Context: an optimization exercise on an open-source flow, tuned for small area, a short achievable clock period and few clock cycles per item. The choices shown serve that exercise and are no tape-out recipe. RTL that was checked went through simulation tests only; none was proved equivalent to the original. The RTL of runs 2 to 6 was laid out without a check of its function.

==> run.sh <==
#!/bin/bash
# synth_recipe.tcl (not shown) runs the flow's synth.tcl, then flattens the netlist and writes it again
# the make line also repeats each setting of config.mk as NAME=value (left out here)
make -C /OpenROAD-flow-scripts/flow DESIGN_CONFIG=/design/flow/config.mk WORK_HOME=/design/flow/orfs CLKGATE_MAP_FILE= SYNTH_SCRIPT=/design/flow/synth_recipe.tcl finish
==> config.mk <==
export PLATFORM = sky130hd
export DESIGN_NAME = ascon_core
export DESIGN_NICKNAME = ascon_core
export VERILOG_FILES = /design/flow/design.v
export SDC_FILE = /design/flow/constraint.sdc
export NUM_CORES = 8
export LEC_CHECK = 0
export CAP_MARGIN = 30
export CORE_MARGIN = 2
export CORE_UTILIZATION = 40
export SETUP_SLACK_MARGIN = 0.5
export SLEW_MARGIN = 30
==> constraint.sdc <==
create_clock -name core_clock -period 13.0 [get_ports {clk}]
set_input_delay 2.6000 -clock core_clock [delete_from_list [all_inputs] [get_ports {clk}]]
set_output_delay 2.6000 -clock core_clock [all_outputs]
set_load 0.01 [all_outputs]
==> design.v <==
`timescale  1ns/1ps
module ascon_round (
	input  wire [7:0]   rc,
	input  wire [319:0] s_i,
	output wire [319:0] s_o
);
	wire [63:0] x0 = s_i[319:256];
	wire [63:0] x1 = s_i[255:192];
	wire [63:0] x2 = s_i[191:128] ^ {56'h0, rc};
	wire [63:0] x3 = s_i[127:64];
	wire [63:0] x4 = s_i[63:0];
	wire [63:0] a0 = x0 ^ x4;
	wire [63:0] a4 = x4 ^ x3;
	wire [63:0] a2 = x2 ^ x1;
	wire [63:0] t0 = a0 ^ (~x1 & a2);
	wire [63:0] t1 = x1 ^ (~a2 & x3);
	wire [63:0] t2 = a2 ^ (~x3 & a4);
	wire [63:0] t3 = x3 ^ (~a4 & a0);
	wire [63:0] t4 = a4 ^ (~a0 & x1);
	wire [63:0] y0 = t0 ^ t4;
	wire [63:0] y1 = t1 ^ t0;
	wire [63:0] y2 = ~t2;
	wire [63:0] y3 = t3 ^ t2;
	wire [63:0] y4 = t4;
	assign s_o[319:256] = y0 ^ {y0[18:0], y0[63:19]} ^ {y0[27:0], y0[63:28]};
	assign s_o[255:192] = y1 ^ {y1[60:0], y1[63:61]} ^ {y1[38:0], y1[63:39]};
	assign s_o[191:128] = y2 ^ {y2[0],    y2[63:1]}  ^ {y2[5:0],  y2[63:6]};
	assign s_o[127:64]  = y3 ^ {y3[9:0],  y3[63:10]} ^ {y3[16:0], y3[63:17]};
	assign s_o[63:0]    = y4 ^ {y4[6:0],  y4[63:7]}  ^ {y4[40:0], y4[63:41]};
endmodule
module ascon_rounds #(parameter NR = 4) (
	input  wire [1:0]   k,
	input  wire [319:0] s_i,
	output wire [319:0] s_o
);
	wire [319:0] s [0:NR];
	assign s[0] = s_i;
	genvar j;
	generate
		for (j = 0; j < NR; j = j + 1) begin : g_round
			wire [3:0] idx = k * NR + j;
			ascon_round u_round (.rc({4'hf - idx, idx}), .s_i(s[j]), .s_o(s[j+1]));
		end
	endgenerate
	assign s_o = s[NR];
endmodule
`timescale  1ns/1ps
module ascon_core (
	input wire clk,
	input wire rst_n,
	input wire [127:0] key,
	input wire [127:0] nonce,
	input wire [1:0] sel_type,
	input wire mode_sel_encrypt_decrypt,
	input wire [31:0] data_length,
	input wire [31:0] data_position,
	input wire [127:0] data_in,
	output wire [127:0] data_out,
	input wire process_en_init,
	input wire process_en_AD_AM,
	input wire process_en_encrypt_decrypt,
	input wire process_en_hash,
	input wire process_en_final,
	output wire [127:0] tag,
	output wire done,
	output wire err
);
localparam [63:0] IV_AEAD = 64'h00001000808c0001;
localparam [319:0] PRE_HASH = 320'h4740f245bc0c76ff_d578071adf1fb690_45ba4d506337ff24_8c4a8e07fbd955bb_d525610bfcfde575;
localparam [319:0] PRE_XOF  = 320'h0519bbffa8745179_c8a682bea352b71e_55a2131bc1115dac_d74a922e079c137a_1a3c0e8ba19b67b6;
localparam [319:0] PRE_CXOF = 320'h309b08246a320292_cf3993a8bbf5775b_52d6b4b4f664c208_0c64590081e89fe0_b073f5f7464b1ad6;
wire en_i = process_en_init;
wire en_a = process_en_AD_AM;
wire en_c = process_en_encrypt_decrypt;
wire en_h = process_en_hash;
wire en_f = process_en_final;
wire multi = (en_i & (en_a | en_c | en_h | en_f)) | (en_a & (en_c | en_h | en_f)) |
             (en_c & (en_h | en_f)) | (en_h & en_f);
assign err = (data_length < data_position) | multi;
reg  [1:0]   pend;    
reg          fin;     
reg          kx;      
reg          ds;      
reg  [319:0] S;
reg  [127:0] dout;
wire aead  = (sel_type == 2'b00);
wire [31:0] lmp = data_length - data_position;
wire full16 = |lmp[31:4];
wire full8  = |lmp[31:3];
wire len0   = ~|data_length;
wire p_le1  = ~pend[1];
wire spec   = en_h & fin;             
wire comp   = ~pend[1] & pend[0];     
wire adz    = en_a & aead & len0;                     
wire ab_ad  = en_a & p_le1 & ~(aead & len0);          
wire ab_c   = en_c & ~fin & p_le1;                    
wire ab_x   = ab_ad | ab_c;
wire last_c = ab_c & ~full16;                         
assign done = en_i | (en_a & (p_le1 | adz)) | ((en_c | en_h | en_f) & fin);
wire [1:0] k = spec ? 2'd0 : ~pend;   
wire [319:0] R;
ascon_rounds #(.NR(4)) u_rounds (.k(k), .s_i(S), .s_o(R));
wire kx_ap = comp & kx;
wire ds_ap = comp & (ds | adz);
wire [63:0] r3 = R[127:64] ^ ({64{kx_ap}} & key[127:64]) ^ ({64{last_c}} & key[63:0]);
wire [63:0] r4 = R[63:0]   ^ ({64{kx_ap}} & key[63:0])   ^ {ds_ap, 63'b0};
wire [63:0] r2 = R[191:128] ^ ({64{last_c}} & key[127:64]);
wire [3:0] n = aead ? lmp[3:0] : {1'b0, lmp[2:0]};
wire fl = aead ? full16 : full8;
wire dec = en_c & mode_sel_encrypt_decrypt;
wire [127:0] rate = R[319:192];
reg  [127:0] rate_n, out_n;
integer b;
always @(*) begin
	for (b = 0; b < 16; b = b + 1) begin : g_byte
		reg in_b, pd_b;
		reg [7:0] r_b, d_b;
		if (b < 8) begin
			r_b = rate[64 + 8*b +: 8];
			d_b = data_in[64 + 8*b +: 8];
			in_b = fl | (b < n);
			pd_b = ~fl & (b == n);
		end else begin
			r_b = rate[8*(b-8) +: 8];
			d_b = data_in[8*(b-8) +: 8];
			in_b = aead & (fl | (b < n));
			pd_b = aead & ~fl & (b == n);
		end
		if (b < 8) begin
			out_n[64 + 8*b +: 8] = in_b ? (r_b ^ d_b) : 8'h00;
			if (!ab_x)                rate_n[64 + 8*b +: 8] = r_b;
			else if (dec & in_b)      rate_n[64 + 8*b +: 8] = d_b;
			else                      rate_n[64 + 8*b +: 8] = r_b ^ (in_b ? d_b : 8'h00) ^ {7'b0, pd_b};
		end else begin
			out_n[8*(b-8) +: 8] = in_b ? (r_b ^ d_b) : 8'h00;
			if (!ab_x)                rate_n[8*(b-8) +: 8] = r_b;
			else if (dec & in_b)      rate_n[8*(b-8) +: 8] = d_b;
			else                      rate_n[8*(b-8) +: 8] = r_b ^ (in_b ? d_b : 8'h00) ^ {7'b0, pd_b};
		end
	end
end
wire [319:0] load = aead ? {IV_AEAD, key, nonce} :
                    (sel_type == 2'b01) ? PRE_HASH :
                    (sel_type == 2'b10) ? PRE_XOF : PRE_CXOF;
wire pass = en_a | en_c | en_h | en_f;
always @(posedge clk) begin
	if (en_i)
		S <= load;
	else if (pass)
		S <= {rate_n, r2, r3, r4};
	dout <= en_h ? {R[319:256], 64'h0} : out_n;
end
assign data_out = dout;
assign tag = {S[63:0] ^ key[63:0], S[127:64] ^ key[127:64]};
always @(posedge clk or negedge rst_n) begin
	if (~rst_n) begin
		pend <= 2'd0;
		fin  <= 1'b0;
		kx   <= 1'b0;
		ds   <= 1'b0;
	end else if (err) begin
		pend <= 2'd0;
		fin  <= 1'b0;
		kx   <= 1'b0;
		ds   <= 1'b0;
	end else if (en_i) begin
		pend <= aead ? 2'd3 : 2'd1;
		fin  <= 1'b0;
		kx   <= aead;
		ds   <= 1'b0;
	end else if (pass) begin
		if (comp) kx <= 1'b0;
		if (en_a) begin
			if (ab_ad) begin
				pend <= aead ? 2'd2 : 2'd3;
				ds   <= aead & ~full16;
			end else begin
				pend <= pend - (|pend);
				if (adz) ds <= ~comp;
				else if (comp) ds <= 1'b0;
			end
		end else if (en_c) begin
			if (fin) begin
				pend <= pend - 2'd1;
				fin  <= 1'b0;
			end else if (ab_c) begin
				pend <= full16 ? 2'd2 : 2'd3;
				fin  <= 1'b1;
				if (comp) ds <= 1'b0;
			end else begin
				pend <= pend - 2'd1;
			end
		end else if (en_h) begin
			if (fin) begin
				pend <= 2'd2;
				fin  <= 1'b0;
			end else begin
				pend <= pend - (|pend);
				fin  <= p_le1;
			end
		end else begin  
			if (fin) begin
				fin  <= 1'b0;
			end else begin
				pend <= pend - (|pend);
				fin  <= p_le1;
			end
		end
	end
end
endmodule
==> impl_results.md, run 1 <==
* DR iter-0 viols at between 15000 and 20000
* Cell area after layout at ~110000 sq um
* Critical path peak fanout at 8
* Vias at roughly 90000
* Hold Crit Class: flop to flop
* Vias/cell at ~6.5
* Post-Syn Instances at approximately 9400
* CP Launch Type: input pin
* Syn_nets at between 10000 and 15000
* Antenna Nets Post-Route at 0
* Placement Cell Area at ~110000 sq um
* Clock Latency Late Sink at roughly 0.78 ns
* H-tree lvl count at 2
* Fin worst setup slack at 0.697 ns
* Number of synthesized flops with an enable pin at 320
* Setup CP Type: input pin to flop
* GRT Residual Overflow at 0
* Layout cells sized above 1 at 0.154
* Max cap viols at 0
* Post-Place Worst Slack at 0.943 ns
* Vias in the first global route at 82739
* Post-cts sizing count at 0
* Pin count of the biggest net entering global routing at 75
* Row count at between 150 and 200
* Global-route wire length before repair at around 900 mm
* Hold_sp: ds
* 1st-pass router iterations at 14
* Synth Area per Inst at approximately 10 sq um
* Final hold slack at roughly 0.52 ns
* Clk buf depth at 3
* Total length of routed wires at approximately 730 mm
* Core Region at ~230000 sq um
* Clk slew on worst S/H paths at around 0.06 ns
* Initial antenna violation count at 76
* Top-count cell post-synth: xnor2_1
* Yosys reg bits at between 400 and 500
* Clock Tree Root: clkbuf_16
* Crit path DAT at 12.75 ns
* Die Width at 489 um
* Synthesized area at approximately 94000 sq um
* Worst hold endpoint: ds
* RR Endpoint: S[103]
* Yosys top cell area share at 0.209
* DR DRC count at 0
* Fmax achieved at ~80 MHz
* Total GRT Usage at 0.591
* Synth cell types at ~110
* Top cells by area, synth: xnor2_1 (21%), xnor3_1 (14%), edfxtp_1 (10%), xor2_1 (9.9%), ha_1 (7.3%)
* Fillers at approximately 22000
* # hold bufs at CTS at 0
* FF-to-FF Start: S[90]
* Count of final setup violators at 0
* Rel. slew slack at 0.133
* Minimum clock period at between 10 and 15 ns
* Seq/Total Area, Yosys at 0.131
* IO Pins at ~720
* Layout Skew at around 0.09 ns
* Inserted Clock Buffers at 58
* Setup TNS at 0 ns
* Synth warn at 2
* Cells on Worst Hold Path at 2
* Die H at about 500 um
* RSZ-0062 raised after global routing: no
* Register-to-Register Path Depth at 23
* WP data required at about 13 ns
* Fraction of registers with async set/reset at 0.0110
* Ys flop type: edfxtp_1
* CTS tree: built
* Nets at 11577
* Wire length per cell at between 50 and 60 um
* Setup repair bufs after CTS at 0
* Worst setup EP type: flop
* DPL Wire Length at approximately 630 mm
* Final hold vios at 0
* Syn-to-layout area delta at 20.3%
* Max-slew violation count at 0
* Fin crit share at 0.946
* Clock Sinks at around 450
* Synth cell count leaders: xnor2_1 (2248), xor2_1 (1060), nand2_1 (842)
* RePlAce Congestion at ~1.3
* Initial Utilization at 0.401
* Die area at roughly 240000 sq um
* Leading area contributor after synthesis: xnor2_1
* Worst-margin pin slew at 1.29 ns
* IO buf count at around 720
* Status: timing/DRC/antenna clean
* Worst R2R Setup Slack at ~1.3 ns
[per-stage QoR]
step | util | instances
CTS | 0.479 | 13757
global placement | 0.466 | 13645
global route | 0.482 | 13802
finish | 0.483 | 13855
floorplan | - | 9424
detailed placement | 0.471 | 13647
[sequential cells by signal, indices dropped and copies added (netlist names)]
signal	flops
ds	1
kx	1
fin	1
pend	2
S	320
dout	128
[final cells by class]
class	instances	area (sq um)	share of cell area
Clock inverter	29	339	0.00299
Tap cell	3150	3940	0.0348
Timing Repair Buffer	1273	11400	0.101
Inverter	594	2230	0.0197
Multi-Input combinational cell	8185	81200	0.717
Clock buffer	81	1680	0.0148
Sequential cell	453	12300	0.108
Antenna cell	90	225	0.00199
[worst max path at each step]
stage / from / end / slack, ns
finish: process_en_hash / S[103] / 0.70
global placement: process_en_hash / S[103] / 0.30
global route: process_en_hash / S[103] / 1.14
CTS: process_en_hash / S[308] / 1.65
floorplan: process_en_encrypt_decrypt / S[0] / 2.28
detailed placement: process_en_hash / S[308] / 0.94
[cell usage in the layout, fill, tap and decap left out, types with 364 or more instances in the layout]
master,instances
mux2i_1,364
clkdlybuf4s50_1,712
xnor2_2,571
ha_1,552
a21oi_1,394
nand2_1,839
xor2_1,1024
xnor3_1,585
inv_1,578
xnor2_1,2054
nor2_1,384
buf_4,546
[worst max-delay path, stage by stage]
cell and delay [ns]:
buf_2 0.19, a21oi_4 0.48, xor2_2 0.15, ha_1 0.32, xnor2_1 0.13, buf_4 0.16, xnor2_2 0.35, xnor3_1 0.45
inv_1 0.12, ha_1 0.17, xor2_1 0.51, xor2_1 0.54, xnor2_1 0.20, xnor2_2 0.80, inv_1 0.13, ha_1 0.25
xnor2_1 0.74, xnor2_2 0.29, xnor2_1 0.36, xnor2_1 0.18, ha_1 0.27, xnor2_1 0.17, buf_4 0.26, xor2_2 0.61
xnor2_1 0.56, xnor2_1 0.99, xnor2_1 0.20, o21ai_0 0.50
[logic make-up after synthesis]
group           share of synthesized area
compound gates                     0.0594
xor+xnor                            0.563
simple gates                       0.0780
mux                                0.0438
buf+inv                            0.0316
flops                               0.131
fa+ha+maj                          0.0934
[layer usage]
metal	up-vias	track usage	wire length, um
met1	44343	0.625	238000
met4	48	0.611	99100
met3	3043	0.374	125000
met5	-	0.0900	2650
met2	9585	0.757	266000
li1	33582	-	-
Testbench counts, summed over its fixed seeds: cycles 5,441, bytes 24,606.
==> run 2, diff against run 1 <==
--- a/design.v
+++ b/design.v
@@ -83,2 +83,3 @@
 reg          ds;      
+reg  [1:0]   kp;      
 reg  [319:0] S;
@@ -91,3 +92,2 @@
 wire p_le1  = ~pend[1];
-wire spec   = en_h & fin;             
 wire comp   = ~pend[1] & pend[0];     
@@ -99,5 +99,4 @@
 assign done = en_i | (en_a & (p_le1 | adz)) | ((en_c | en_h | en_f) & fin);
-wire [1:0] k = spec ? 2'd0 : ~pend;   
 wire [319:0] R;
-ascon_rounds #(.NR(4)) u_rounds (.k(k), .s_i(S), .s_o(R));
+ascon_rounds #(.NR(4)) u_rounds (.k(kp), .s_i(S), .s_o(R));
 wire kx_ap = comp & kx;
@@ -210,2 +209,18 @@
 end
+always @(posedge clk or negedge rst_n) begin
+	if (~rst_n)
+		kp <= 2'd0;
+	else if (en_i)
+		kp <= aead ? 2'd0 : 2'd2;
+	else if (pass) begin
+		if (ab_ad)
+			kp <= aead ? 2'd1 : 2'd0;
+		else if (ab_c)
+			kp <= full16 ? 2'd1 : 2'd0;
+		else if (en_h & ~fin & p_le1)
+			kp <= 2'd0;
+		else
+			kp <= kp + 2'd1;
+	end
+end
 endmodule
--- a/config.mk
+++ b/config.mk
@@ -10,3 +10,3 @@
 export CORE_UTILIZATION = 40
-export SETUP_SLACK_MARGIN = 0.5
+export SETUP_SLACK_MARGIN = 4
 export SLEW_MARGIN = 30
==> run 2 against run 1 <==
Clock skew shrank 0.046 ns. Area after synthesis fell by 0.78%. Clock-buffer cell count fell by 7. Synthesized cell count shrank 0.51%. Register-to-register slack better by 2.2 ns. Highest routed layer unchanged.
==> impl_results.md, run 2 <==
* Largest register by flop count: S
* Syn_nets at 10388 (-0.46%)
* Vias at 88114 (-2.7%)
* Synth warn at 2 (unchanged)
* RePlAce Congestion at 1.25 (-1.1%)
* Leading area contributor after synthesis: xnor2_1
* Cells on Worst Hold Path at 2 (unchanged)
* Critical path peak fanout at 5 (-3)
* IO buf count at 715 (unchanged)
* Fin crit share at 0.735 (-0.211)
* RSZ-0062 raised after global routing: yes
* Wire length per cell at 53.1 um (+0.74%)
* CP Launch Point: S[218]
* Final std cells w/o fill at 13498 (-2.6%)
* Clock Tree Root: clkbuf_16
* Status: timing/DRC/antenna clean
* Syn-to-layout area delta at 23.2%
* Vias in the first global route at 80487 (-2.7%)
* GRT Residual Overflow at 0 (unchanged)
* FF-to-FF Start: S[218]
* Post-Place Worst Slack at 2.44 ns (+1.49 ns)
* Worst R2R Setup Slack at 3.44 ns (+2.19 ns)
* Fillers at 21224 (-2.8%)
* Number of synthesized flops with an enable pin at 320 (unchanged)
* Clk buf depth at 3 (unchanged)
* Initial Utilization at 0.402 (+0.000657)
* Fin worst setup slack at 3.44 ns (+2.74 ns)
* Hold Crit Class: flop to flop
* Die H at 487 um (-0.39%)
* Max reg flops at 320 (unchanged)
* Final hold vios at 0 (unchanged)
* IO Pins at 716 (unchanged)
* CTS tree: built
* Die area at 238000 sq um (-0.77%)
* Antenna Nets Post-Route at 0 (unchanged)
* Count of final setup violators at 0 (unchanged)
* Layout Skew at 0.0439 ns (-0.0460 ns)
* Inserted Clock Buffers at 56 (-3.4%)
* Top-count cell post-synth: xnor2_1
* Pin count of the biggest net entering global routing at 155 (+110%)
* Synth Area per Inst at 9.97 sq um (-0.27%)
* Crit path DAT at 10.01 ns (-2.74 ns)
* Worst-margin pin slew at 1.31 ns (+0.0167 ns)
* Most common cell after layout, fill and taps aside: xnor2_1
* # hold bufs at CTS at 0 (unchanged)
* Clock Sinks at 455 (+0.44%)
* Synth cell types at 96 (-16%)
* Fmax achieved at 105 MHz (+29%)
* CP Launch Type: flop
* Vias/cell at 6.53 (-0.17%)
* Total GRT Usage at 0.584 (-0.00636)
* Seq/Total Area, Yosys at 0.132 (+0.00156)
* Rel. slew slack at 0.125 (-0.00788)
* Inst Count DP at 13280 (-2.7%)
* Row count at 177 (-0.56%)
* RR Endpoint: S[250]
* Global-route wire length before repair at 880 mm (-1.9%)
* Fin util at 0.495 (+0.0124)
* Minimum clock period at 9.56 ns (-2.74 ns)
* Fraction of registers with async set/reset at 0.0154 (+0.00435)
* Setup CP Type: flop to flop
* Max cap viols at 0 (unchanged)
* Die Width at 487 um (-0.39%)
* DR DRC count at 0 (unchanged)
* H-tree lvl count at 2 (unchanged)
* Synth cell count leaders: xnor2_1 (2176), xor2_1 (1038), nand2_1 (813)
* 1st-pass router iterations at 9 (-5)
* Top cells by area, synth: xnor2_1 (20%), xnor3_1 (16%), edfxtp_1 (10%), xor2_1 (9.7%), ha_1 (7.4%)
* Register-to-Register Path Depth at 23 (unchanged)
* Yosys reg bits at 455 (+0.44%)
* DR iter-0 viols at 16101 (-4.7%)
* Ys flop type: edfxtp_1
* Post-Syn Instances at 9376 (-0.51%)
* Total length of routed wires at 717 mm (-1.9%)
* Synthesized area at 93500 sq um (-0.78%)
* Core Region at 233000 sq um (-0.94%)
* Yosys top cell area share at 0.204 (-0.00511)
* Largest registers: S: 320 flops, dout: 128 flops
* Clock Latency Late Sink at 0.75 ns (-0.03 ns)
* WP data required at 13.45 ns (about the same)
* Setup TNS at 0 ns (unchanged)
* Layout cells sized above 1 at 0.170 (+0.0158)
* Clk slew on worst S/H paths at 0.08 ns (+0.02 ns)
* Initial antenna violation count at 71 (-6.6%)
* Most frequent cells in the layout: xnor2_1 (1766), xor2_1 (920), nand2_1 (809), clkdlybuf4s50_1 (711), xnor2_2 (666)
* DPL Wire Length at 624 mm (-1.6%)
* Nets at 11359 (-1.9%)
* Critical path capture point: S[250]
* Worst setup EP type: flop
* Hold_sp: ds
* Max-slew violation count at 0 (unchanged)
## run 2: kinds of logic after synthesis
family | count (synthesis) | share of synthesized area
AOI/OAI and AO/OA | 937 | 0.0581
buffers and inverters | 808 | 0.0328
muxes | 329 | 0.0362
DFF | 455 | 0.132
and+or+nand+nor | 1657 | 0.0789
xor gates and xnor gates | 4425 | 0.565
adders and majority gates | 765 | 0.0972
## run 2: final cells by class
type                            instances  area (sq um)  share of cell area
Inverter                              609          2290              0.0199
Clock buffer                           74          1630              0.0141
Antenna cell                           65           163             0.00141
Sequential cell                       455         12300               0.107
Clock inverter                         27           189             0.00164
Timing Repair Buffer                 1112         10600              0.0919
Multi-Input combinational cell       8113         84200               0.731
Tap cell                             3043          3810              0.0331
## run 2: what timing repair did
item                                    CTS  global route
endpoints found under the setup margin  388           183
setup buffers                            13            36
resized for setup                       332           176
pin swaps                                 8            25
## run 2: worst max-delay path, cell delays in order (launching register included)
cell and delay [ns]:
edfxtp_1 0.73, inv_1 0.14, ha_1 0.37, xnor2_4 0.41, xnor2_2 0.20, xnor3_1 0.63
inv_1 0.09, ha_1 0.37, xnor2_1 0.16, xnor2_1 0.63, xnor3_1 0.72, xor2_1 0.26
and2b_1 0.22, xnor2_1 0.63, xnor3_1 0.70, xor2_1 0.36, xnor3_2 0.55, xor2_1 0.23
xnor2_1 0.39, buf_4 0.26, mux2_1 0.36, a21oi_2 0.42, buf_4 0.31, o21ai_1 0.09
## run 2: worst min-delay path by stage
| stage | end | slack (ns) |
|---|---|---|
| after floorplan | ds | 0.53 |
| after global placement | kp[0] | 0.52 |
| after detailed placement | ds | 0.56 |
| after CTS | ds | 0.57 |
| after global routing | kx | 0.60 |
| final | ds | 0.58 |
## run 2: routing by layer
layer	up-vias	GRT usage	share of wire
met4	42	0.606	0.13
met3	2835	0.370	0.17
met5	-	0.0614	0.0036
met1	43159	0.623	0.33
li1	32904	-	-
met2	9174	0.744	0.36
## run 2: per-stage QoR
stage,area (sq um),hold slack (ns)
after floorplan,93500,0.525
after global placement,107000,0.519
after detailed placement,108000,0.559
after CTS,113000,0.566
after global routing,115000,0.601
final,115000,0.579
==> run 3, diff against run 2 <==
--- a/config.mk
+++ b/config.mk
@@ -7,2 +7,3 @@
 export LEC_CHECK = 0
+export ABC_CLOCK_PERIOD_IN_PS = 6000
 export CAP_MARGIN = 30
@@ -10,3 +11,3 @@
 export CORE_UTILIZATION = 40
-export SETUP_SLACK_MARGIN = 4
+export SETUP_SLACK_MARGIN = 5
 export SLEW_MARGIN = 30
==> run 3 against run 2 <==
Now fails the layout checks on capacitance limit, slew limit. Routed wire length increased by 2.4%. Sequential share of layout area decreased by 1.2 points. Area after synthesis stayed put. Via count grew 4.8%. Sequential cell count unchanged. Synthesized cell count stayed put. Clock skew grew 0.028 ns. First-iteration DRC count decreased by 0.88%. Critical path type unchanged.
==> impl_results.md, run 3 <==
* Status: finished with violations
* Failed Checks: capacitance limit, slew limit
* GRT Residual Overflow at 0 (unchanged)
* Largest registers: S: 320 flops, dout: 128 flops
* Yosys top cell area share at 0.204 (unchanged)
* CP Launch Type: flop
* CP peak stage delay at 1.19 ns (+0.46 ns)
* Max cap viols at 1 (+1)
* IO buf count at 715 (unchanged)
* Pin count of the biggest net entering global routing at 82 (-47%)
* Number of synthesized flops with an enable pin at 320 (unchanged)
* Top-count cell post-synth: xnor2_1
* RePlAce Congestion at 1.24 (-0.97%)
* Yosys reg bits at 455 (unchanged)
* Ys flop type: edfxtp_1
* Die H at 487 um (unchanged)
* WP data required at 13.42 ns (-0.03 ns)
* Count of final setup violators at 0 (unchanged)
* Most used cell, CP: xnor2_2
* DR DRC count at 0 (unchanged)
* Layout cells sized above 1 at 0.280 (+0.110)
* RSZ-0062 raised after global routing: yes
* Critical path peak fanout at 3 (-2)
* Max reg flops at 320 (unchanged)
* Initial antenna violation count at 102 (+44%)
* Fmax achieved at 113 MHz (+7.8%)
* Clock Latency Late Sink at 0.79 ns (+0.04 ns)
* Cell area after layout at 129000 sq um (+12%)
* Fillers at 19846 (-6.5%)
* Most frequent cells in the layout: xnor2_1 (1417), xor2_1 (834), nand2_1 (809), xnor2_2 (768), buf_4 (759)
* Row count at 177 (unchanged)
* 1st-pass router iterations at 15 (+6)
* Core Region at 233000 sq um (unchanged)
* Hold Crit Class: flop to flop
* CTS tree: built
* IO Pins at 716 (unchanged)
* Fin crit share at 0.682 (-0.0533)
* Clock Sinks at 455 (unchanged)
* Synthesized area at 93500 sq um (unchanged)
* Clock Tree Root: clkbuf_16
* Vias/cell at 6.56 (+0.42%)
* Minimum clock period at 8.87 ns (-0.692 ns)
* Leading area contributor after synthesis: xnor2_1
* Reg area at 12400 sq um (about the same)
* Post-Syn Instances at 9376 (unchanged)
* Max stage delay cell, worst path: xnor2_2
* Top cells by area, synth: xnor2_1 (20%), xnor3_1 (16%), edfxtp_1 (10%), xor2_1 (9.7%), ha_1 (7.4%)
* Inserted Clock Buffers at 61 (+8.9%)
* Crit-path cells: xnor2_2 -> nand2_1 -> xor2_2 -> xnor3_1 -> inv_1 -> ha_1 -> xor2_1 -> xnor2_2 -> xnor3_1 -> xor2_1 -> and2b_1 -> xnor2_2 -> xnor2_1 -> xnor2_1 -> ha_1 -> xnor2_2 -> xor2_1 -> xnor2_1 -> nor2_1 -> a21oi_2
* Initial Utilization at 0.402 (unchanged)
* H-tree lvl count at 2 (unchanged)
* Synth Area per Inst at 9.97 sq um (unchanged)
* DPL Wire Length at 624 mm (about the same)
* Total GRT Usage at 0.594 (+0.00941)
* Nets at 11918 (+4.9%)
* Multi-input logic area at 92000 sq um (+9.4%)
* Setup CP Type: flop to flop
* Crit path DAT at 9.29 ns (-0.72 ns)
* Max-slew violation count at 3 (+3)
* Synth cell count leaders: xnor2_1 (2176), xor2_1 (1038), nand2_1 (813)
* Clk buf depth at 3 (unchanged)
* Global-route wire length before repair at 898 mm (+1.9%)
* Rel. slew slack at -0.0362 (-0.161)
* Synth warn at 2 (unchanged)
* Layout Skew at 0.0719 ns (+0.0281 ns)
* Wire length per cell at 52.2 um (-1.9%)
* Vias at 92359 (+4.8%)
* Fraction of registers with async set/reset at 0.0154 (unchanged)
* Setup TNS at 0 ns (unchanged)
* Die area at 238000 sq um (unchanged)
* Antenna Nets Post-Route at 0 (unchanged)
* Largest register by flop count: S
* Most common cell after layout, fill and taps aside: xnor2_1
* Die Width at 487 um (unchanged)
* Worst setup EP type: flop
* Clk slew on worst S/H paths at 0.07 ns (about the same)
* Placement Cell Area at 108000 sq um (about the same)
* Syn_nets at 10388 (unchanged)
* Worst-margin pin slew at 1.55 ns (+0.239 ns)
* Syn-to-layout area delta at 38.3%
* Seq/Total Area, Yosys at 0.132 (unchanged)
* # hold bufs at CTS at 0 (unchanged)
* Vias in the first global route at 83838 (+4.2%)
* Synth cell types at 96 (unchanged)
* Final hold vios at 0 (unchanged)
* Total length of routed wires at 735 mm (+2.4%)
* DR iter-0 viols at 15960 (-0.88%)
run 3: cells by family after synthesis:
family,after synthesis,synth area share
mux,329,0.0362
compound gates,937,0.0581
xor+xnor,4425,0.565
flops,455,0.132
buf+inv,808,0.0328
simple gates,1657,0.0789
fa+ha+maj,765,0.0972
run 3: per-stage QoR:
step / hold WS (ns) / utilization / worst slack (ns) / cells
after floorplan: 0.525 / - / 5.01 / 9376
after detailed placement: 0.567 / 0.465 / 2.29 / 13265
after CTS: 0.574 / 0.527 / 4.84 / 13728
final: 0.597 / 0.556 / 4.13 / 14089
after global routing: 0.583 / 0.555 / 4.57 / 14041
after global placement: 0.541 / 0.459 / 0.0617 / 13248
run 3: layout make-up:
type / instances / share of cell area
Multi-Input combinational cell: 8114 / 0.712
Tap cell: 3043 / 0.0295
Antenna cell: 92 / 0.00178
Sequential cell: 455 / 0.0956
Clock buffer: 75 / 0.0134
Inverter: 609 / 0.0178
Clock inverter: 36 / 0.00196
Timing Repair Buffer: 1665 / 0.128
run 3: critical path, delay by kind of cell (launching register included):
kind                     cells  cell delay (ns)
flip-flops                   1             0.63
XOR/XNOR                    13             5.83
adder cells (fa/ha/maj)      2             0.80
buffers and inverters        1             0.09
AND/OR/NAND/NOR              3             0.43
AO/OA/AOI/OAI                1             0.69
run 3: worst paths after layout:
check                        from    end  slack, ns  depth (start not counted)
min                            ds     ds       0.60                          2
max reg2reg                S[265]  S[29]       4.13                         20
max in group asynchronous   rst_n  kp[0]      10.27                          1
min in group asynchronous   rst_n  kp[1]       2.25                          1
min reg2reg                    ds     ds       0.60                          2
max                        S[265]  S[29]       4.13                         20
run 3: routing by layer:
layer,part of all wire,up-vias,global-route usage
li1,-,34051,-
met1,0.32,45255,0.619
met2,0.36,9757,0.759
met3,0.18,3230,0.379
met4,0.14,66,0.638
met5,0.0035,-,0.0847
run 3: what timing repair did:
action / CTS / global route
endpoints found under the setup margin: 451 / 327
setup buffers: 351 / 265
gates cloned: 1 / 3
pin swaps: 240 / 219
resized for setup: 1157 / 513
==> run 4, diff against run 3 <==
--- a/design.v
+++ b/design.v
@@ -31,3 +31,3 @@
 module ascon_rounds #(parameter NR = 4) (
-	input  wire [1:0]   k,
+	input  wire [2:0]   k,
 	input  wire [319:0] s_i,
@@ -67,6 +67,15 @@
 );
+localparam NR  = 2;               
+localparam P12 = 12 / NR;         
+localparam P8  = 8 / NR;          
 localparam [63:0] IV_AEAD = 64'h00001000808c0001;
-localparam [319:0] PRE_HASH = 320'h4740f245bc0c76ff_d578071adf1fb690_45ba4d506337ff24_8c4a8e07fbd955bb_d525610bfcfde575;
-localparam [319:0] PRE_XOF  = 320'h0519bbffa8745179_c8a682bea352b71e_55a2131bc1115dac_d74a922e079c137a_1a3c0e8ba19b67b6;
-localparam [319:0] PRE_CXOF = 320'h309b08246a320292_cf3993a8bbf5775b_52d6b4b4f664c208_0c64590081e89fe0_b073f5f7464b1ad6;
+localparam [319:0] PRE_HASH = (NR == 2) ?
+	320'hd0dec9d479f0af4e_7f0feea630079ddc_2cf6dc20c037822f_948dfde831a83e05_dd78040e4043feae :
+	320'h4740f245bc0c76ff_d578071adf1fb690_45ba4d506337ff24_8c4a8e07fbd955bb_d525610bfcfde575;
+localparam [319:0] PRE_XOF  = (NR == 2) ?
+	320'he924e7d906926c2f_60584a8fcc003863_979d0158c8a59d3b_d433b017e5d03a4b_3927cd25b0d5185c :
+	320'h0519bbffa8745179_c8a682bea352b71e_55a2131bc1115dac_d74a922e079c137a_1a3c0e8ba19b67b6;
+localparam [319:0] PRE_CXOF = (NR == 2) ?
+	320'hdbe98318ee6adc1a_0203b625b2e4106c_c835fb883fad4657_068f9fbb0422d745_d75f32eab5baeec6 :
+	320'h309b08246a320292_cf3993a8bbf5775b_52d6b4b4f664c208_0c64590081e89fe0_b073f5f7464b1ad6;
 wire en_i = process_en_init;
@@ -79,3 +88,3 @@
 assign err = (data_length < data_position) | multi;
-reg  [1:0]   pend;    
+reg  [2:0]   pend;    
 reg          fin;     
@@ -83,3 +92,3 @@
 reg          ds;      
-reg  [1:0]   kp;      
+reg  [2:0]   kp;      
 reg  [319:0] S;
@@ -91,4 +100,4 @@
 wire len0   = ~|data_length;
-wire p_le1  = ~pend[1];
-wire comp   = ~pend[1] & pend[0];     
+wire p_le1  = (pend <= 3'd1);
+wire comp   = (pend == 3'd1);         
 wire adz    = en_a & aead & len0;                     
@@ -100,4 +109,4 @@
 wire [319:0] R;
-ascon_rounds #(.NR(4)) u_rounds (.k(kp), .s_i(S), .s_o(R));
-wire kx_ap = comp & kx;
+ascon_rounds #(.NR(NR)) u_rounds (.k(kp), .s_i(S), .s_o(R));
+wire kx_ap = comp & (kx | en_f);
 wire ds_ap = comp & (ds | adz);
@@ -152,6 +161,6 @@
 assign data_out = dout;
-assign tag = {S[63:0] ^ key[63:0], S[127:64] ^ key[127:64]};
+assign tag = {S[63:0], S[127:64]};
 always @(posedge clk or negedge rst_n) begin
 	if (~rst_n) begin
-		pend <= 2'd0;
+		pend <= 3'd0;
 		fin  <= 1'b0;
@@ -160,3 +169,3 @@
 	end else if (err) begin
-		pend <= 2'd0;
+		pend <= 3'd0;
 		fin  <= 1'b0;
@@ -165,3 +174,3 @@
 	end else if (en_i) begin
-		pend <= aead ? 2'd3 : 2'd1;
+		pend <= aead ? P12[2:0] : 3'd1;
 		fin  <= 1'b0;
@@ -173,3 +182,3 @@
 			if (ab_ad) begin
-				pend <= aead ? 2'd2 : 2'd3;
+				pend <= aead ? P8[2:0] : P12[2:0];
 				ds   <= aead & ~full16;
@@ -182,6 +191,6 @@
 			if (fin) begin
-				pend <= pend - 2'd1;
+				pend <= pend - 3'd1;
 				fin  <= 1'b0;
 			end else if (ab_c) begin
-				pend <= full16 ? 2'd2 : 2'd3;
+				pend <= full16 ? P8[2:0] : P12[2:0];
 				fin  <= 1'b1;
@@ -189,3 +198,3 @@
 			end else begin
-				pend <= pend - 2'd1;
+				pend <= pend - 3'd1;
 			end
@@ -193,3 +202,3 @@
 			if (fin) begin
-				pend <= 2'd2;
+				pend <= P12[2:0] - 3'd1;
 				fin  <= 1'b0;
@@ -211,14 +220,14 @@
 	if (~rst_n)
-		kp <= 2'd0;
+		kp <= 3'd0;
 	else if (en_i)
-		kp <= aead ? 2'd0 : 2'd2;
+		kp <= aead ? 3'd0 : P12[2:0] - 3'd1;
 	else if (pass) begin
 		if (ab_ad)
-			kp <= aead ? 2'd1 : 2'd0;
+			kp <= aead ? P12[2:0] - P8[2:0] : 3'd0;
 		else if (ab_c)
-			kp <= full16 ? 2'd1 : 2'd0;
+			kp <= full16 ? P12[2:0] - P8[2:0] : 3'd0;
 		else if (en_h & ~fin & p_le1)
-			kp <= 2'd0;
+			kp <= 3'd0;
 		else
-			kp <= kp + 2'd1;
+			kp <= kp + 3'd1;
 	end
--- a/config.mk
+++ b/config.mk
@@ -7,3 +7,2 @@
 export LEC_CHECK = 0
-export ABC_CLOCK_PERIOD_IN_PS = 6000
 export CAP_MARGIN = 30
==> run 4 against run 3 <==
Clock-buffer cell count rose by 6. Critical path type is now input pin to output port. Global-route usage down 8.8 points. Worst setup slack improved by 0.89 ns. Largest cell class unchanged. Core utilization is 5.8 points lower. Critical endpoint is now err. The run now finishes clean. Cell count down 34%.
==> impl_results.md, run 4 <==
* H-tree lvl count at 2 (unchanged)
* Core Region at 147000 sq um (-37%)
* Clk buf depth at 3 (unchanged)
* CP peak stage delay at 0.42 ns (-0.77 ns)
* Vias at 58628 (-37%)
* Most common cell after layout, fill and taps aside: xnor2_1
* Fin util at 0.498 (-0.0577)
* Yosys reg bits at 457 (+0.44%)
* WP data required at 10.40 ns (-3.02 ns)
* Crit-path cells: clkdlybuf4s50_1 -> ha_2 -> fa_2 -> nand2b_4 -> a211oi_4 -> nor2b_2 -> o41ai_4 -> a21boi_2 -> o21a_1 -> o21ai_1 -> a21oi_1 -> nor2b_1 -> o21ai_2 -> buf_2
* Die area at 152000 sq um (-36%)
* Crit path DAT at 5.38 ns (-3.91 ns)
* Top-count cell post-synth: xnor2_1
* Fmax achieved at 125 MHz (+11%)
* Hold_sp: kx
* Syn-to-layout area delta at 23.8%
* Most frequent cells in the layout: xnor2_1 (1542), clkdlybuf4s50_1 (709), nand2_1 (587), xor2_1 (502), a21oi_1 (468)
* Worst-margin pin slew at 1.28 ns (-0.271 ns)
* Status: timing/DRC/antenna clean
* Layout Skew at 0.0363 ns (-0.0356 ns)
* Leading area contributor after synthesis: xnor2_1
* Clock Sinks at 457 (+0.44%)
* Largest register by flop count: S
* Layout cells sized above 1 at 0.0990 (-0.181)
* Syn_nets at 7384 (-29%)
* Setup CP Type: input pin to output port
* Clock Latency Late Sink at 0.73 ns (-0.06 ns)
* DR DRC count at 0 (unchanged)
* Rel. slew slack at 0.150 (+0.186)
* Total length of routed wires at 398 mm (-46%)
* CP Launch Point: data_position[0]
* CTS tree: built
* Nets at 8103 (-32%)
* Vias/cell at 6.27 (-4.3%)
* Die Width at 389 um (-20%)
* Inserted Clock Buffers at 60 (-1.6%)
* Fillers at 13878 (-30%)
* Seq/Total Area, Yosys at 0.209 (+0.0767)
* Wire length per cell at 42.6 um (-18%)
* Fraction of registers with async set/reset at 0.0197 (+0.00431)
* Ys flop type: edfxtp_1
* Initial antenna violation count at 36 (-65%)
* Cell area after layout at 73500 sq um (-43%)
* Synth warn at 2 (unchanged)
* Fin crit share at 0.614 (-0.0685)
* Antenna Nets Post-Route at 0 (unchanged)
* Max reg flops at 320 (unchanged)
* Max-slew violation count at 0 (-3)
* Initial Utilization at 0.403 (+0.000525)
* Hold Crit Class: flop to flop
* Synth cell types at 90 (-6.3%)
* Max cap viols at 0 (-1)
* IO Pins at 716 (unchanged)
* Multi-input logic area at 45900 sq um (-50%)
* Reg area at 12400 sq um (+0.34%)
* Minimum clock period at 7.98 ns (-0.891 ns)
* IO buf count at 715 (unchanged)
* Number of synthesized flops with an enable pin at 320 (unchanged)
* Pin count of the biggest net entering global routing at 127 (+55%)
* DPL Wire Length at 336 mm (-46%)
* Die H at 389 um (-20%)
* Global-route wire length before repair at 507 mm (-43%)
* Final hold vios at 0 (unchanged)
* Critical path peak fanout at 2 (-1)
* Placement Cell Area at 71100 sq um (-34%)
* CP Launch Type: input pin
* RSZ-0062 raised after global routing: yes
* Count of final setup violators at 0 (unchanged)
* GRT Residual Overflow at 0 (unchanged)
* Max stage delay cell, worst path: clkdlybuf4s50_1
* Clk slew on worst S/H paths at 0.06 ns (about the same)
* Synth cell count leaders: xnor2_1 (1710), nand2_1 (589), xor2_1 (532)
* Vias in the first global route at 54258 (-35%)
* Largest registers: S: 320 flops, dout: 128 flops
* Yosys top cell area share at 0.252 (+0.0484)
* Total GRT Usage at 0.506 (-0.0880)
* # hold bufs at CTS at 0 (unchanged)
* Synth Area per Inst at 8.96 sq um (-10%)
* 1st-pass router iterations at 9 (-6)
* Synthesized area at 59400 sq um (-36%)
* RePlAce Congestion at 1.17 (-5.2%)
* Worst R2R Setup Slack at 6.44 ns (+2.31 ns)
* Worst setup EP type: output port
* Row count at 141 (-20%)
* Clock Tree Root: clkbuf_16
* DR iter-0 viols at 9626 (-40%)
* Setup TNS at 0 ns (unchanged)
* FF-to-FF Start: S[240]
* Post-Syn Instances at 6625 (-29%)
* Top cells by area, synth: xnor2_1 (25%), edfxtp_1 (16%), xor2_1 (7.8%), ha_1 (6.3%), xnor3_1 (5.2%)
## run 4: cell count changes after synthesis, moves of 66 or more
cell | before | now
xnor3_1 | 669 | 138
xor2_1 | 1038 | 532
xnor2_1 | 2176 | 1710
xnor2_2 | 379 | 15
ha_1 | 553 | 300
inv_1 | 581 | 329
nand2_1 | 813 | 589
buf_4 | 3 | 129
maj3_1 | 184 | 93
mux2i_1 | 259 | 169
nor2b_1 | 133 | 46
and3_1 | 9 | 75
nor2_1 | 435 | 369
xor2_2 | 68 | 2
## run 4: critical path: cells and delay by family
kind            cells  cell delay [ns]
simple gates        3             0.42
compound gates      7             1.25
buf+inv             2             0.57
fa+ha+maj           2             0.55
## run 4: logic make-up (layout without fill, tap and decap cells)
| family | after synthesis | count (layout) | share of synthesized area |
|---|---|---|---|
| buffers and inverters | 688 | 1455 | 0.0523 |
| DFF | 457 | 457 | 0.209 |
| adders and majority gates | 394 | 394 | 0.0792 |
| muxes | 224 | 224 | 0.0389 |
| other | 0 | 26 | 0 |
| xor gates and xnor gates | 2457 | 2457 | 0.412 |
| and+or+nand+nor | 1358 | 1359 | 0.102 |
| AOI/OAI and AO/OA | 1047 | 1047 | 0.107 |
## run 4: cell type report
class | count | share of cell area
well taps | 1930 | 0.0329
diodes | 26 | 0.000885
multi-input cells | 5481 | 0.625
clock buffers | 81 | 0.0238
clock inverters | 30 | 0.00363
flip-flops and latches | 457 | 0.169
repair buffers | 1013 | 0.128
inverters | 331 | 0.0169
## run 4: per-stage QoR
step,hold slack (ns),setup slack [ns],instances
6_report,0.575,5.02,9349
5_1_grt,0.620,4.89,9328
4_1_cts,0.565,4.95,9319
3_5_place_dp,0.559,3.85,9201
3_3_place_gp,0.546,3.87,9199
2_1_floorplan,0.513,5.13,6625
## run 4: path summary, 6_finish.rpt
kind,end,cells after the start
setup / recovery,err,14
max in group asynchronous,fin,1
min in group asynchronous,pend[2],1
hold / removal,kx,2
setup reg to reg,S[243],14
hold reg to reg,kx,2
## run 4: timing repair
| action | CTS | global route |
|---|---|---|
| setup buffers | 7 | 1 |
| endpoints found under the setup margin | 2 | 35 |
| gates cloned | 0 | 1 |
| gates resized for setup | 15 | 7 |
| pin swaps | 6 | 10 |
## run 4: layer usage
layer / part of all wire / routed length (um) / up-vias / global-route usage
li1: - / - / 23725 / -
met1: 0.36 / 144000 / 28612 / 0.615
met2: 0.40 / 159000 / 5008 / 0.716
met3: 0.14 / 54000 / 1267 / 0.176
met4: 0.10 / 41500 / 16 / 0.418
met5: 0.00030 / 118 / - / 0
==> run 5, diff against run 4 <==
==> flow/run.sh (new file) <==
#!/bin/bash
# The standard layout, with timing repair aimed at a tighter period than the clock.
set -euo pipefail
bash standard.sh SETUP_SLACK_MARGIN=6.5 finish > standard_flow.log 2>&1
==> standard.sh (new file) <==
#!/bin/bash
# synth_recipe.tcl (not shown) runs the flow's synth.tcl, then flattens the netlist and writes it again
# the make line also repeats each setting of config.mk as NAME=value (left out here)
make -C /OpenROAD-flow-scripts/flow DESIGN_CONFIG=/design/flow/config.mk WORK_HOME=/design/flow/orfs CLKGATE_MAP_FILE= SYNTH_SCRIPT=/design/flow/synth_recipe.tcl "${@:-finish}"
--- a/config.mk
+++ b/config.mk
@@ -10,3 +10,2 @@
 export CORE_UTILIZATION = 40
-export SETUP_SLACK_MARGIN = 5
 export SLEW_MARGIN = 30
removed: run.sh
==> run 5 against run 4 <==
Core utilization up 1.7 points. Routed wire length is 4.4% higher. Critical path depth down 3. Maximum frequency increased by 4.9%. Clock skew up 0.025 ns. Non-clock buffer count increased by 103. Largest cell class unchanged. Area after synthesis stayed put. Clock-buffer cell count is the same. Sequential cell count did not move. First-iteration DRC count up 5.6%.
==> impl_results.md, run 5 <==
* Status: timing/DRC/antenna clean
* Minimum clock period at 7.61 ns (-0.370 ns)
* Buf+Inv Stages, Crit Path at 2 (unchanged)
* Worst hold endpoint: kx
* Syn-to-layout area delta at 28.0%
* Top-count cell post-synth: xnor2_1
* Most frequent cells in the layout: xnor2_1 (1520), clkdlybuf4s50_1 (683), nand2_1 (583), xor2_1 (497), a21oi_1 (453)
* Top cells by area, synth: xnor2_1 (25%), edfxtp_1 (16%), xor2_1 (7.8%), ha_1 (6.3%), xnor3_1 (5.2%)
* GRT Residual Overflow at 0 (unchanged)
* Initial Utilization at 0.403 (unchanged)
* Cell area after layout at 76000 sq um (+3.4%)
* Number of synthesized flops with an enable pin at 320 (unchanged)
* CP peak stage delay at 0.51 ns (+0.09 ns)
* Vias/cell at 6.43 (+2.5%)
* Largest registers: S: 320 flops, dout: 128 flops
* IO buf count at 715 (unchanged)
* Clock Sinks at 457 (unchanged)
* WP data required at 10.40 ns (about the same)
* Vias in the first global route at 54931 (+1.2%)
* Count of final setup violators at 0 (unchanged)
* Most common cell after layout, fill and taps aside: xnor2_1
* RSZ-0062 raised after global routing: yes
* Seq/Total Area, Yosys at 0.209 (unchanged)
* Reg area at 12400 sq um (unchanged)
* DPL Wire Length at 339 mm (+0.95%)
* Clock Latency Late Sink at 0.74 ns (about the same)
* Final hold slack at 0.582 ns (+0.00635 ns)
* Crit path depth at 11 (-3)
* Row count at 141 (unchanged)
* DR iter-0 viols at 10169 (+5.6%)
* Vias at 60740 (+3.6%)
* Yosys top cell area share at 0.252 (unchanged)
* IO Pins at 716 (unchanged)
* Synth cell types at 90 (unchanged)
* Crit-path cells: clkdlybuf4s50_1 -> ha_4 -> nand4_1 -> o41ai_4 -> a21boi_2 -> o21a_1 -> o21ai_1 -> a21oi_1 -> nor2b_1 -> o21ai_2 -> buf_2
* Fillers at 13362 (-3.7%)
* Fin worst setup slack at 5.39 ns (+0.370 ns)
* RR Endpoint: S[241]
* Largest register by flop count: S
* Max reg flops at 320 (unchanged)
* Layout cells sized above 1 at 0.131 (+0.0324)
* Clock Tree Root: clkbuf_16
* Max stage delay cell, worst path: clkdlybuf4s50_1
* Critical path's top delay family: compound AO/OA/AOI/OAI gates
* Setup TNS at 0 ns (unchanged)
* Max cap viols at 0 (unchanged)
* Worst setup EP type: output port
* Global-route wire length before repair at 519 mm (+2.2%)
* Worst R2R Setup Slack at 6.42 ns (-0.02 ns)
* Hold_sp: kx
* Worst-margin pin slew at 1.29 ns (+0.0104 ns)
* Total GRT Usage at 0.519 (+0.0126)
* Nets at 8207 (+1.3%)
* Post-Syn Instances at 6625 (unchanged)
* Die Width at 389 um (unchanged)
* Synth cell count leaders: xnor2_1 (1710), nand2_1 (589), xor2_1 (532)
* Inst Count DP at 9202 (+0.011%)
* Multi-input logic area at 47200 sq um (+2.9%)
* Cells on Worst Hold Path at 2 (unchanged)
* 1st-pass router iterations at 10 (+1)
* Antenna Nets Post-Route at 0 (unchanged)
* Leading area contributor after synthesis: xnor2_1
* Synthesized area at 59400 sq um (unchanged)
* Register-to-Register Path Depth at 13 (-1)
* Clk buf depth at 3 (unchanged)
* Die area at 152000 sq um (unchanged)
* RePlAce Congestion at 1.17 (-0.72%)
* Final hold vios at 0 (unchanged)
* Initial antenna violation count at 44 (+22%)
* DR DRC count at 0 (unchanged)
* Max-slew violation count at 0 (unchanged)
* Ys flop type: edfxtp_1
* Hold Crit Class: flop to flop
* FF-to-FF Start: S[63]
* Final std cells w/o fill at 9451 (+1.1%)
* Rel. slew slack at 0.136 (-0.0131)
* Yosys reg bits at 457 (unchanged)
* Fin util at 0.515 (+0.0169)
* Fmax achieved at 131 MHz (+4.9%)
* Die H at 389 um (unchanged)
* Clk slew on worst S/H paths at 0.07 ns (about the same)
* Syn_nets at 7384 (unchanged)
* Wire length per cell at 44.0 um (+3.3%)
* Critical path peak fanout at 6 (+4)
* Total length of routed wires at 416 mm (+4.4%)
* Inserted Clock Buffers at 58 (-3.3%)
* H-tree lvl count at 2 (unchanged)
* Setup CP Type: input pin to output port
* Placement Cell Area at 71200 sq um (+0.19%)
* Pin count of the biggest net entering global routing at 115 (-9.4%)
* Layout Skew at 0.0615 ns (+0.0252 ns)
* CP Launch Type: input pin
* Fin crit share at 0.585 (-0.0284)
* Crit path DAT at 5.01 ns (-0.37 ns)
* Core Region at 147000 sq um (unchanged)
* Synth warn at 2 (unchanged)
* Post-Place Worst Slack at 4.30 ns (+0.451 ns)
* Synth Area per Inst at 8.96 sq um (unchanged)
* CTS tree: built
* Fraction of registers with async set/reset at 0.0197 (unchanged)
[run 5: cell counts after synthesis]
No cell type changed its count.
[run 5: worst max-delay path by stage]
| stage | slack [ns] | to | startpoint |
|---|---|---|---|
| 2_1_floorplan | 5.73 | err | data_length[0] |
| 3_3_place_gp | 4.35 | err | data_length[0] |
| 3_5_place_dp | 4.30 | err | data_length[0] |
| 4_1_cts | 5.35 | err | data_length[0] |
| 5_1_grt | 5.26 | err | data_position[13] |
| 6_report | 5.39 | err | data_length[6] |
[run 5: layout make-up]
type,instances,area share
antenna,26,0.000856
clock buffer,81,0.0229
clock inverter,26,0.00357
inverter,331,0.0166
multi-input combinational,5484,0.622
sequential,457,0.163
tap,1930,0.0318
timing repair buffer,1116,0.140
[run 5: repair_timing]
item / CTS / global route
gates resized for setup: 164 / 162
hold buffers: 0 / 0
gates cloned: 0 / 13
endpoints found under the setup margin: 349 / 286
setup buffers: 57 / 46
pin swaps: 30 / 57
[run 5: logic make-up (layout without fill, tap and decap cells)]
logic type,count (synthesis),in the layout,synth area share
adder cells (fa/ha/maj),394,394,0.0792
flip-flops,457,457,0.209
AO/OA/AOI/OAI,1047,1048,0.107
other,0,26,0
AND/OR/NAND/NOR,1358,1361,0.102
XOR/XNOR,2457,2457,0.412
buffers and inverters,688,1554,0.0523
multiplexers,224,224,0.0389
[run 5: worst reg2reg max path, cell delays in order (launching register included)]
cell	delay, ns
edfxtp_1	0.56
xnor2_1	0.37
xnor2_1	0.15
xnor2_2	0.84
xnor3_1	0.66
inv_1	0.09
ha_1	0.13
xnor3_1	0.52
xnor2_2	0.99
xnor2_1	0.57
xnor2_1	0.60
mux2i_1	0.21
a2bb2oi_4	0.35
o21ai_0	0.16
[run 5: routing by layer]
metal  vias up  share of wire  track usage
li1      23950              -            -
met1     29338           0.35        0.610
met2      5751           0.39        0.726
met3      1687           0.15        0.221
met4        14           0.11        0.432
met5         -        0.00027            0
==> run 6, diff against run 5 <==
==> flow/run.sh (replaced) <==
#!/bin/bash
# The standard layout, with timing repair aimed at a tighter period than the clock.
set -euo pipefail
bash standard.sh SETUP_SLACK_MARGIN=7.5 finish > standard_flow.log 2>&1
==> run 6 against run 5 <==
Non-clock buffer count down 6. Maximum frequency up 0.58%. Clock skew down 0.019 ns. Core utilization up 0.43 points. Highest routed layer unchanged.
==> impl_results.md, run 6 <==
* DPL Wire Length at 324 mm (-4.4%)
* Clock Tree Root: clkbuf_16
* Synth Area per Inst at 8.96 sq um (unchanged)
* Leading area contributor after synthesis: xnor2_1
* IO buf count at 715 (unchanged)
* Synthesized area at 59400 sq um (unchanged)
* Nets at 8200 (-0.085%)
* Most frequent cells in the layout: xnor2_1 (1527), clkdlybuf4s50_1 (681), nand2_1 (526), xor2_1 (506), a21oi_1 (410)
* Die Width at 389 um (unchanged)
* Max cap viols at 0 (unchanged)
* # hold bufs at CTS at 0 (unchanged)
* Worst hold endpoint: kx
* 1st-pass router iterations at 6 (-4)
* RR Endpoint: S[214]
* Hold_sp: kx
* RSZ-0062 raised after global routing: yes
* Inserted Clock Buffers at 59 (+1.7%)
* Max reg flops at 320 (unchanged)
* Synth warn at 2 (unchanged)
* Hold Crit Class: flop to flop
* Number of synthesized flops with an enable pin at 320 (unchanged)
* Most common cell after layout, fill and taps aside: xnor2_1
* Die H at 389 um (unchanged)
* Worst R2R Setup Slack at 6.86 ns (+0.44 ns)
* CP peak stage delay at 0.36 ns (-0.15 ns)
* Top cells by area, synth: xnor2_1 (25%), edfxtp_1 (16%), xor2_1 (7.8%), ha_1 (6.3%), xnor3_1 (5.2%)
* Total length of routed wires at 394 mm (-5.2%)
* CP Launch Type: input pin
* RePlAce Congestion at 1.20 (+2.9%)
* Syn_nets at 7384 (unchanged)
* Row count at 141 (unchanged)
* Ys flop type: edfxtp_1
* Synth cell count leaders: xnor2_1 (1710), nand2_1 (589), xor2_1 (532)
* Inst Count DP at 9194 (-0.087%)
* Crit path DAT at 4.96 ns (-0.05 ns)
* Pin count of the biggest net entering global routing at 103 (-10%)
* Worst setup EP type: output port
* Synth cell types at 90 (unchanged)
* Minimum clock period at 7.56 ns (-0.0435 ns)
* Yosys top cell area share at 0.252 (unchanged)
* Rel. slew slack at 0.161 (+0.0245)
* Global-route wire length before repair at 509 mm (-1.9%)
* Clock Sinks at 457 (unchanged)
* Post-Place Worst Slack at 4.34 ns (+0.0418 ns)
* Final hold vios at 0 (unchanged)
* Final hold slack at 0.567 ns (-0.0150 ns)
* Clock Latency Late Sink at 0.74 ns (about the same)
* H-tree lvl count at 2 (unchanged)
* IO Pins at 716 (unchanged)
* Register-to-Register Path Depth at 12 (-1)
* Die area at 152000 sq um (unchanged)
* Seq/Total Area, Yosys at 0.209 (unchanged)
* Metal-1 WL at 144 mm (-1.6%)
* Layout cells sized above 1 at 0.147 (+0.0157)
* Fin crit share at 0.582 (-0.00335)
* CTS tree: built
* Layout Skew at 0.0426 ns (-0.0189 ns)
* Yosys reg bits at 457 (unchanged)
* Initial antenna violation count at 41 (-6.8%)
* Clk buf depth at 3 (unchanged)
* Fraction of registers with async set/reset at 0.0197 (unchanged)
* Vias in the first global route at 55316 (+0.70%)
* Clk slew on worst S/H paths at 0.06 ns (about the same)
* FF-to-FF Start: S[303]
* Total GRT Usage at 0.505 (-0.0137)
* Setup CP Type: input pin to output port
* Post-Syn Instances at 6625 (unchanged)
* Largest registers: S: 320 flops, dout: 128 flops
* Antenna Nets Post-Route at 0 (unchanged)
* Largest register by flop count: S
* Final std cells w/o fill at 9446 (-0.053%)
* Crit-path cells: buf_8 -> inv_8 -> ha_4 -> fa_2 -> nand2b_4 -> a211oi_4 -> nor2b_4 -> o41ai_4 -> a21boi_2 -> o21a_1 -> o21ai_2 -> a21oi_2 -> nor2b_2 -> o21ai_4 -> buf_6
* Setup TNS at 0 ns (unchanged)
* Syn-to-layout area delta at 29.1%
* Top-count cell post-synth: xnor2_1
* DR iter-0 viols at 8825 (-13%)
* Cells on Worst Hold Path at 2 (unchanged)
* Wire length per cell at 41.7 um (-5.2%)
* Core Region at 147000 sq um (unchanged)
* GRT Residual Overflow at 0 (unchanged)
* Initial Utilization at 0.403 (unchanged)
* Worst-margin pin slew at 1.25 ns (-0.0336 ns)
* DR DRC count at 0 (unchanged)
* WP data required at 10.40 ns (about the same)
* Max stage delay cell, worst path: fa_2
* Vias/cell at 6.21 (-3.4%)
* Fin util at 0.519 (+0.00433)
* Critical path peak fanout at 2 (-4)
* Fmax achieved at 132 MHz (+0.58%)
* Metal2 WL at 158 mm (-2.6%)
* Status: timing/DRC/antenna clean
* Vias at 58666 (-3.4%)
* Count of final setup violators at 0 (unchanged)
* Max-slew violation count at 0 (unchanged)
* Top layer in use: met5
* Met3 layer wire length in the routed design at 52.7 mm (-14%)
* Fin worst setup slack at 5.44 ns (+0.0435 ns)
## run 6: layout make-up
type                            instances  area [sq um]
Clock inverter                         25           298
Multi-Input combinational cell       5482         47700
Inverter                              331          1270
Antenna cell                           25          62.6
Sequential cell                       457         12400
Fill cell                           13706         70900
Timing Repair Buffer                 1110         10700
Clock buffer                           86          1750
Tap cell                             1930          2410
## run 6: worst max path at each step
stage,start,end,depth (start not counted)
4_1_cts,data_length[0],err,15
3_5_place_dp,data_length[0],err,15
5_1_grt,data_length[0],err,15
6_report,data_length[0],err,15
3_3_place_gp,data_length[0],err,15
2_1_floorplan,data_length[0],err,13
## run 6: cell families after synthesis
family,share of synthesized area
DFF,0.209
xor gates and xnor gates,0.412
muxes,0.0389
and+or+nand+nor,0.102
buffers and inverters,0.0523
adders and majority gates,0.0792
AOI/OAI and AO/OA,0.107
## run 6: what timing repair did
item                       in CTS  in global routing
setup buffers                  90                  6
gates resized for setup       277                 18
setup endpoints to repair     461                393
pin swaps                      60                 14
cloned                         16                  0
## run 6: metrics by stage
stage / cell area, sq um
5_1_grt: 76600
6_report: 76600
3_3_place_gp: 70900
4_1_cts: 76200
3_5_place_dp: 71700
2_1_floorplan: 60800
## run 6: metal layers
| layer | global-route usage | vias up |
|---|---|---|
| li1 | - | 23965 |
| met1 | 0.613 | 28827 |
| met2 | 0.718 | 4593 |
| met3 | 0.186 | 1263 |
| met4 | 0.397 | 18 |
| met5 | 0 | - |
## run 6: critical path, delay by kind of cell
kind / cells / cell delay [ns]
buffers and inverters: 3 / 0.25
AOI/OAI and AO/OA: 7 / 1.20
adders and majority gates: 2 / 0.51
and+or+nand+nor: 3 / 0.39

## afterwards: timing with drivers on the ports
How much do the figures lean on ideal ports? The routed layouts below were timed once more, with nothing changed but the port constraints. Step 1: set_driving_cell puts a clkbuf_16 on clk and a buf_2 on each other input, an assumption about the parent block. Step 2 moves the port delays by t, midway between the first and last clock arrival at a register: inputs arrive t later, outputs are due t later. That takes back most of the time a late clock gives input paths. a / b / c = ideal / step 1 / step 2; a / b = the first two.
run | shift t [ns] | setup slack, ns | slew at the worst register clock pin (ns)
run 1 | 0.839 | 0.697 / 0.773 / -0.066 | 0.08 / 0.08
run 2 | 0.838 | 3.440 / 3.440 / 3.264 | 0.08 / 0.08
run 3 | 0.862 | 4.133 / 4.133 / 4.133 | 0.11 / 0.11
run 4 | 0.790 | 5.023 / 4.996 / 4.459 | 0.08 / 0.08
run 5 | 0.791 | 5.393 / 5.312 / 4.689 | 0.08 / 0.08
run 6 | 0.820 | 5.437 / 5.356 / 5.356 | 0.08 / 0.08
With both steps, setup timing fails in run 1, where it was met with ideal ports. The setup slack of run 1, which loses most, moves by +0.076 ns with the drivers and by -0.763 ns with both steps.
